Background: an optimization exercise with open tools, aiming at small area and a short achievable clock period. Do not read the settings as production practice.
At most, simulation tests tie the RTL to the original design; equivalence was not proved.
Power and IR drop assume default switching activity.

Setup of v6:
==> module bcr, before the edit <==
module bcr # (parameter FIFO_WIDTH = 384, parameter ADDR_W = 15, parameter EDGE_W = 48, parameter Bank_Num_W = 3)
(
	input wire 						clk,
	input wire						rst,
	input wire						input_valid,
	input wire	[FIFO_WIDTH-1:0]	input_data,
	input wire						stall,
	output reg 	[EDGE_W-1:0]		output_data0,
	output reg 	[EDGE_W-1:0]		output_data1,
	output reg 	[EDGE_W-1:0]		output_data2,
	output reg 	[EDGE_W-1:0]		output_data3,
	output reg 	[EDGE_W-1:0]		output_data4,
	output reg 	[EDGE_W-1:0]		output_data5,
	output reg 	[EDGE_W-1:0]		output_data6,
	output reg 	[EDGE_W-1:0]		output_data7,
	output reg						output_valid0,
	output reg						output_valid1,
	output reg						output_valid2,
	output reg						output_valid3,
	output reg						output_valid4,
	output reg						output_valid5,
	output reg						output_valid6,
	output reg						output_valid7,
	output reg						inc
);
localparam W8 = EDGE_W*8;
reg [W8-1:0] data_in_q;
reg          stall_q;
reg          rst_q;
always @(posedge clk) begin
	data_in_q <= input_data;
	stall_q   <= stall;
	rst_q     <= rst;
end
wire [W8-1:0] out_q = {output_data7, output_data6, output_data5, output_data4,
                       output_data3, output_data2, output_data1, output_data0};
wire          sel_out = stall_q & ~(rst | rst_q);
wire          sel_in  = ~stall_q & ~(rst | rst_q);
wire [W8-1:0] out_d;
genvar d;
generate
	for (d = 0; d < W8; d = d + 1) begin : dp
		bcr_a22o u_d (.a(sel_out), .b(out_q[d]), .c(sel_in), .d(data_in_q[d]), .y(out_d[d]));
	end
endgenerate
always @(posedge clk) begin
	{output_data7, output_data6, output_data5, output_data4,
	 output_data3, output_data2, output_data1, output_data0} <= out_d;
end
function conf_in;
	input integer i;
	input integer j;
	begin
		conf_in = (input_data[EDGE_W*i +: Bank_Num_W] == input_data[EDGE_W*j +: Bank_Num_W]) ||
		          (input_data[EDGE_W*i+ADDR_W +: Bank_Num_W] == input_data[EDGE_W*j+ADDR_W +: Bank_Num_W]);
	end
endfunction
reg        v_q;
reg [7:0]  o_q;
reg [63:0] c_q;          
integer a, b;
wire [63:0] c_in;
wire [63:0] c_d;
genvar k, j;
generate
	for (k = 0; k < 8; k = k + 1) begin : cin_k
		for (j = 0; j < 8; j = j + 1) begin : cin_j
			if (k < j) begin : p
				assign c_in[8*k+j] = conf_in(k, j);
				bcr_mux2 u_m (.s(stall), .a0(c_in[8*k+j]), .a1(c_q[8*k+j]), .y(c_d[8*k+j]));
				always @(posedge clk) c_q[8*k+j] <= c_d[8*k+j];
			end
		end
	end
endgenerate
wire [7:0] g, ng;
wire [63:0] nc_q = ~c_q;
reg  [7:0] no_q;                   
reg        g1_q, ng1_q;            
assign g[0]  = no_q[0];
assign ng[0] = o_q[0];
assign g[1]  = g1_q;
assign ng[1] = ng1_q;
genvar m;
generate
	for (k = 2; k < 8; k = k + 1) begin : lane
		wire [k-1:1] x, nx;        
		bcr_a221oi u_nx1 (.a1(g[0]),  .a2(c_q[k]),  .b1(g[1]),  .b2(c_q[8+k]),  .c(o_q[k]),  .y(nx[1]));
		bcr_o221ai u_x1  (.a1(ng[0]), .a2(nc_q[k]), .b1(ng[1]), .b2(nc_q[8+k]), .c(no_q[k]), .y(x[1]));
		for (m = 2; m < k; m = m + 1) begin : step
			bcr_a21oi u_nx (.a(g[m]),  .b(c_q[8*m+k]),  .c(x[m-1]),  .y(nx[m]));
			bcr_o21ai u_x  (.a(ng[m]), .b(nc_q[8*m+k]), .c(nx[m-1]), .y(x[m]));
		end
		assign g[k]  = nx[k-1];
		assign ng[k] = x[k-1];
	end
endgenerate
wire       inc_wire;
wire       nupd_b;
wire [7:0] nupd_a;
bcr_ctl u_ctl (.c(c_q), .o(o_q), .v(v_q), .rst(rst), .stall(stall),
               .inc(inc_wire), .nupd_b(nupd_b), .nupd_a(nupd_a));
wire [7:0] o_d, no_d;
wire       g1_d = stall ? g1_q :
                  inc_wire ? ~c_in[1] :
                  (~(o_q[1] | (v_q & g1_q)) & (o_q[0] | v_q | ~c_in[1]));
wire       ov_p  = ~rst & ~stall & v_q;
wire [7:0] ov_d;
generate
	for (k = 0; k < 8; k = k + 1) begin : upd
		bcr_o21ai u_o  (.a(ng[k]), .b(nupd_b), .c(nupd_a[k]), .y(o_d[k]));
		bcr_a21oi u_no (.a(g[k]), .b(~nupd_b), .c(~nupd_a[k]), .y(no_d[k]));
		bcr_nor2  u_ov (.a(ng[k]), .b(~ov_p), .y(ov_d[k]));
	end
endgenerate
always @(posedge clk) begin
	o_q <= o_d;
	no_q <= no_d;
	g1_q <= g1_d;
	ng1_q <= ~g1_d;
	{output_valid7, output_valid6, output_valid5, output_valid4,
	 output_valid3, output_valid2, output_valid1, output_valid0} <= ov_d;
	if (rst)
		v_q <= 1'b0;
	else if (!stall)
		v_q <= input_valid;
	if (!rst)
		inc <= stall ? 1'b0 : inc_wire;
end
endmodule
==> module bcr_a22o, before the edit <==
module bcr_a22o (input wire a, input wire b, input wire c, input wire d, output wire y);
	assign y = (a & b) | (c & d);
endmodule
==> module bcr_a221oi, before the edit <==
module bcr_a221oi (input wire a1, input wire a2, input wire b1, input wire b2, input wire c, output wire y);
	assign y = ~((a1 & a2) | (b1 & b2) | c);
endmodule
==> module bcr_o221ai, before the edit <==
module bcr_o221ai (input wire a1, input wire a2, input wire b1, input wire b2, input wire c, output wire y);
	assign y = ~((a1 | a2) & (b1 | b2) & c);
endmodule
clock: 3.0 ns
lec_check: 0
abc_clock_period_in_ps: 1000
cap_margin: 20
core_margin: 2
core_utilization: 40
cts_cluster_diameter: 100
cts_cluster_size: 30
setup_slack_margin: 1.2
slew_margin: 20
synth_hierarchical: 1
standard.sh (not shown) runs the stock make flow with config.mk's settings and CLKGATE_MAP_FILE= SYNTH_SCRIPT=/design/flow/synth_recipe.tcl, a recipe that flattens the netlist after the stock synthesis.
==> flow/flow/run.sh <==
#!/bin/bash
# Standard layout, except that the port buffers are plain buffers instead of
# the delay cells buffer_ports picks by default.
set -euo pipefail
export BUFFER_PORTS_ARGS="-buffer_cell sky130_fd_sc_hd__buf_1"
bash standard.sh > standard.log 2>&1
v6 went all the way through the flow, and no timing, DRC or antenna check failed.
Relative to v6, the following input files were edited for v7:
-- flow/design.v --
<<< v6, line 35
wire [W8-1:0] out_q = {output_data7, output_data6, output_data5, output_data4,
                       output_data3, output_data2, output_data1, output_data0};
wire          sel_out = stall_q & ~(rst | rst_q);
wire          sel_in  = ~stall_q & ~(rst | rst_q);
wire [W8-1:0] out_d;
genvar d;
generate
	for (d = 0; d < W8; d = d + 1) begin : dp
		bcr_a22o u_d (.a(sel_out), .b(out_q[d]), .c(sel_in), .d(data_in_q[d]), .y(out_d[d]));
	end
endgenerate
always @(posedge clk) begin
	{output_data7, output_data6, output_data5, output_data4,
>>> v7, line 35
wire [W8-1:0] out_q = {output_data7, output_data6, output_data5, output_data4,
                       output_data3, output_data2, output_data1, output_data0};
wire [W8-1:0] w_held = stall_q ? out_q : data_in_q;
wire [W8-1:0] out_d  = (rst | rst_q) ? {W8{1'b0}} : w_held;
always @(posedge clk) begin
	{output_data7, output_data6, output_data5, output_data4,
<<< v6, line 77
wire [63:0] nc_q = ~c_q;
reg  [7:0] no_q;                   
reg        g1_q, ng1_q;            
assign g[0]  = no_q[0];
assign ng[0] = o_q[0];
assign g[1]  = g1_q;
assign ng[1] = ng1_q;
genvar m;
generate
	for (k = 2; k < 8; k = k + 1) begin : lane
		wire [k-1:1] x, nx;        
		bcr_a221oi u_nx1 (.a1(g[0]),  .a2(c_q[k]),  .b1(g[1]),  .b2(c_q[8+k]),  .c(o_q[k]),  .y(nx[1]));
		bcr_o221ai u_x1  (.a1(ng[0]), .a2(nc_q[k]), .b1(ng[1]), .b2(nc_q[8+k]), .c(no_q[k]), .y(x[1]));
		for (m = 2; m < k; m = m + 1) begin : step
			bcr_a21oi u_nx (.a(g[m]),  .b(c_q[8*m+k]),  .c(x[m-1]),  .y(nx[m]));
			bcr_o21ai u_x  (.a(ng[m]), .b(nc_q[8*m+k]), .c(nx[m-1]), .y(x[m]));
>>> v7, line 70
wire [63:0] nc_q = ~c_q;
reg  [7:0] no_q;                   
assign g[0]  = no_q[0];
assign ng[0] = o_q[0];
genvar m;
generate
	for (k = 1; k < 8; k = k + 1) begin : lane
		wire [k-1:0] x, nx;        
		bcr_a21oi u_nx0 (.a(g[0]),  .b(c_q[k]),  .c(o_q[k]),  .y(nx[0]));
		bcr_o21ai u_x0  (.a(ng[0]), .b(nc_q[k]), .c(no_q[k]), .y(x[0]));
		for (m = 1; m < k; m = m + 1) begin : step
			bcr_a21oi u_nx (.a(g[m]),  .b(c_q[8*m+k]),  .c(x[m-1]),  .y(nx[m]));
			bcr_o21ai u_x  (.a(ng[m]), .b(nc_q[8*m+k]), .c(nx[m-1]), .y(x[m]));
<<< v6, line 101
bcr_ctl u_ctl (.c(c_q), .o(o_q), .v(v_q), .rst(rst), .stall(stall),
               .inc(inc_wire), .nupd_b(nupd_b), .nupd_a(nupd_a));
wire [7:0] o_d, no_d;
wire       g1_d = stall ? g1_q :
                  inc_wire ? ~c_in[1] :
                  (~(o_q[1] | (v_q & g1_q)) & (o_q[0] | v_q | ~c_in[1]));
wire       ov_p  = ~rst & ~stall & v_q;
wire [7:0] ov_d;
>>> v7, line 91
bcr_ctl u_ctl (.c(c_q), .o(o_q), .v(v_q), .rst(rst), .stall(stall),
               .inc(inc_wire), .nupd_b(nupd_b), .nupd_a(nupd_a));
wire [7:0] o_d;
wire       ov_p  = ~rst & ~stall & v_q;
wire [7:0] ov_d;
<<< v6, line 110
	for (k = 0; k < 8; k = k + 1) begin : upd
		bcr_o21ai u_o  (.a(ng[k]), .b(nupd_b), .c(nupd_a[k]), .y(o_d[k]));
		bcr_a21oi u_no (.a(g[k]), .b(~nupd_b), .c(~nupd_a[k]), .y(no_d[k]));
		bcr_nor2  u_ov (.a(ng[k]), .b(~ov_p), .y(ov_d[k]));
	end
>>> v7, line 97
	for (k = 0; k < 8; k = k + 1) begin : upd
		bcr_o21ai u_o  (.a(ng[k]), .b(nupd_b), .c(nupd_a[k]), .y(o_d[k]));
		bcr_nor2  u_ov (.a(ng[k]), .b(~ov_p), .y(ov_d[k]));
	end
<<< v6, line 116
always @(posedge clk) begin
	o_q <= o_d;
	no_q <= no_d;
	g1_q <= g1_d;
	ng1_q <= ~g1_d;
	{output_valid7, output_valid6, output_valid5, output_valid4,
	 output_valid3, output_valid2, output_valid1, output_valid0} <= ov_d;
>>> v7, line 102
always @(posedge clk) begin
	o_q <= o_d;
	no_q <= ~o_d;
	{output_valid7, output_valid6, output_valid5, output_valid4,
	 output_valid3, output_valid2, output_valid1, output_valid0} <= ov_d;
<<< v6, line 181
	assign y = ~((a | b | c) & d);
endmodule
module bcr_a22o (input wire a, input wire b, input wire c, input wire d, output wire y);
	assign y = (a & b) | (c & d);
endmodule
module bcr_a221oi (input wire a1, input wire a2, input wire b1, input wire b2, input wire c, output wire y);
	assign y = ~((a1 & a2) | (b1 & b2) | c);
endmodule
module bcr_o221ai (input wire a1, input wire a2, input wire b1, input wire b2, input wire c, output wire y);
	assign y = ~((a1 | a2) & (b1 | b2) & c);
endmodule
>>> v7, line 165
	assign y = ~((a | b | c) & d);
endmodule
### Flow results
From v6 to v7 the numbers moved as follows: global placer's final weighted congestion dropped about 3%; share of final-layout standard cells stronger than drive strength 1 has decreased; number of antenna violations at the first check in global routing decreased 26; final setup slack of the worst path increased 0.16 ns; total nets after synthesis now sits higher. Relative to v6, total power has decreased by 0.000087 W in v7. v7 vs v6: placed wire-length estimate down in v7. Re fraction of power consumed by the clock network: v6 was higher than v7. Between v6 and v7, the number of flip-flops and latches does not differ in any meaningful way. Compared with v6, v7 shows a layout overhead on the synthesized area that is 6.4 points lower. | pin count of the biggest net entering global routing | v7 vs v6 | about 40% lower |. In v7, the shortest clock period the worst path allows after layout came out 0.16 ns below the value in v6. v7 vs. v6: worst hold slack picked up an extra 0.011 ns; utilization after layout moved down.
Only the layout flow was run in v6; the RTL was not checked for function there.

[separate check: timing with driven ports]
How much do the figures lean on ideal ports? The routed layouts below were timed once more, with nothing changed but the port constraints.
Step 1 sets driving cells, clkbuf_16 on the clock port and buf_2 on the other inputs (assumed; they add their load-dependent delay and slew).
Step 2 also shifts input and output timing later by t, the mid clock arrival at the registers, as if the neighbouring blocks saw the same clock.
Three values: no drivers, after step 1, after step 2; two values: the first two.
run	shift t [ns]	setup WS [ns]	slew at the worst register clock pin (ns)
v6	0.638	1.038 / 1.038 / 0.832	0.11 / 0.11
v7	0.626	1.202 / 1.175 / 0.746	0.11 / 0.11
After both steps every run listed still meets setup and hold. For v7, which loses most, drivers alone change the setup slack by -0.027 ns; drivers and shift together by -0.456 ns.
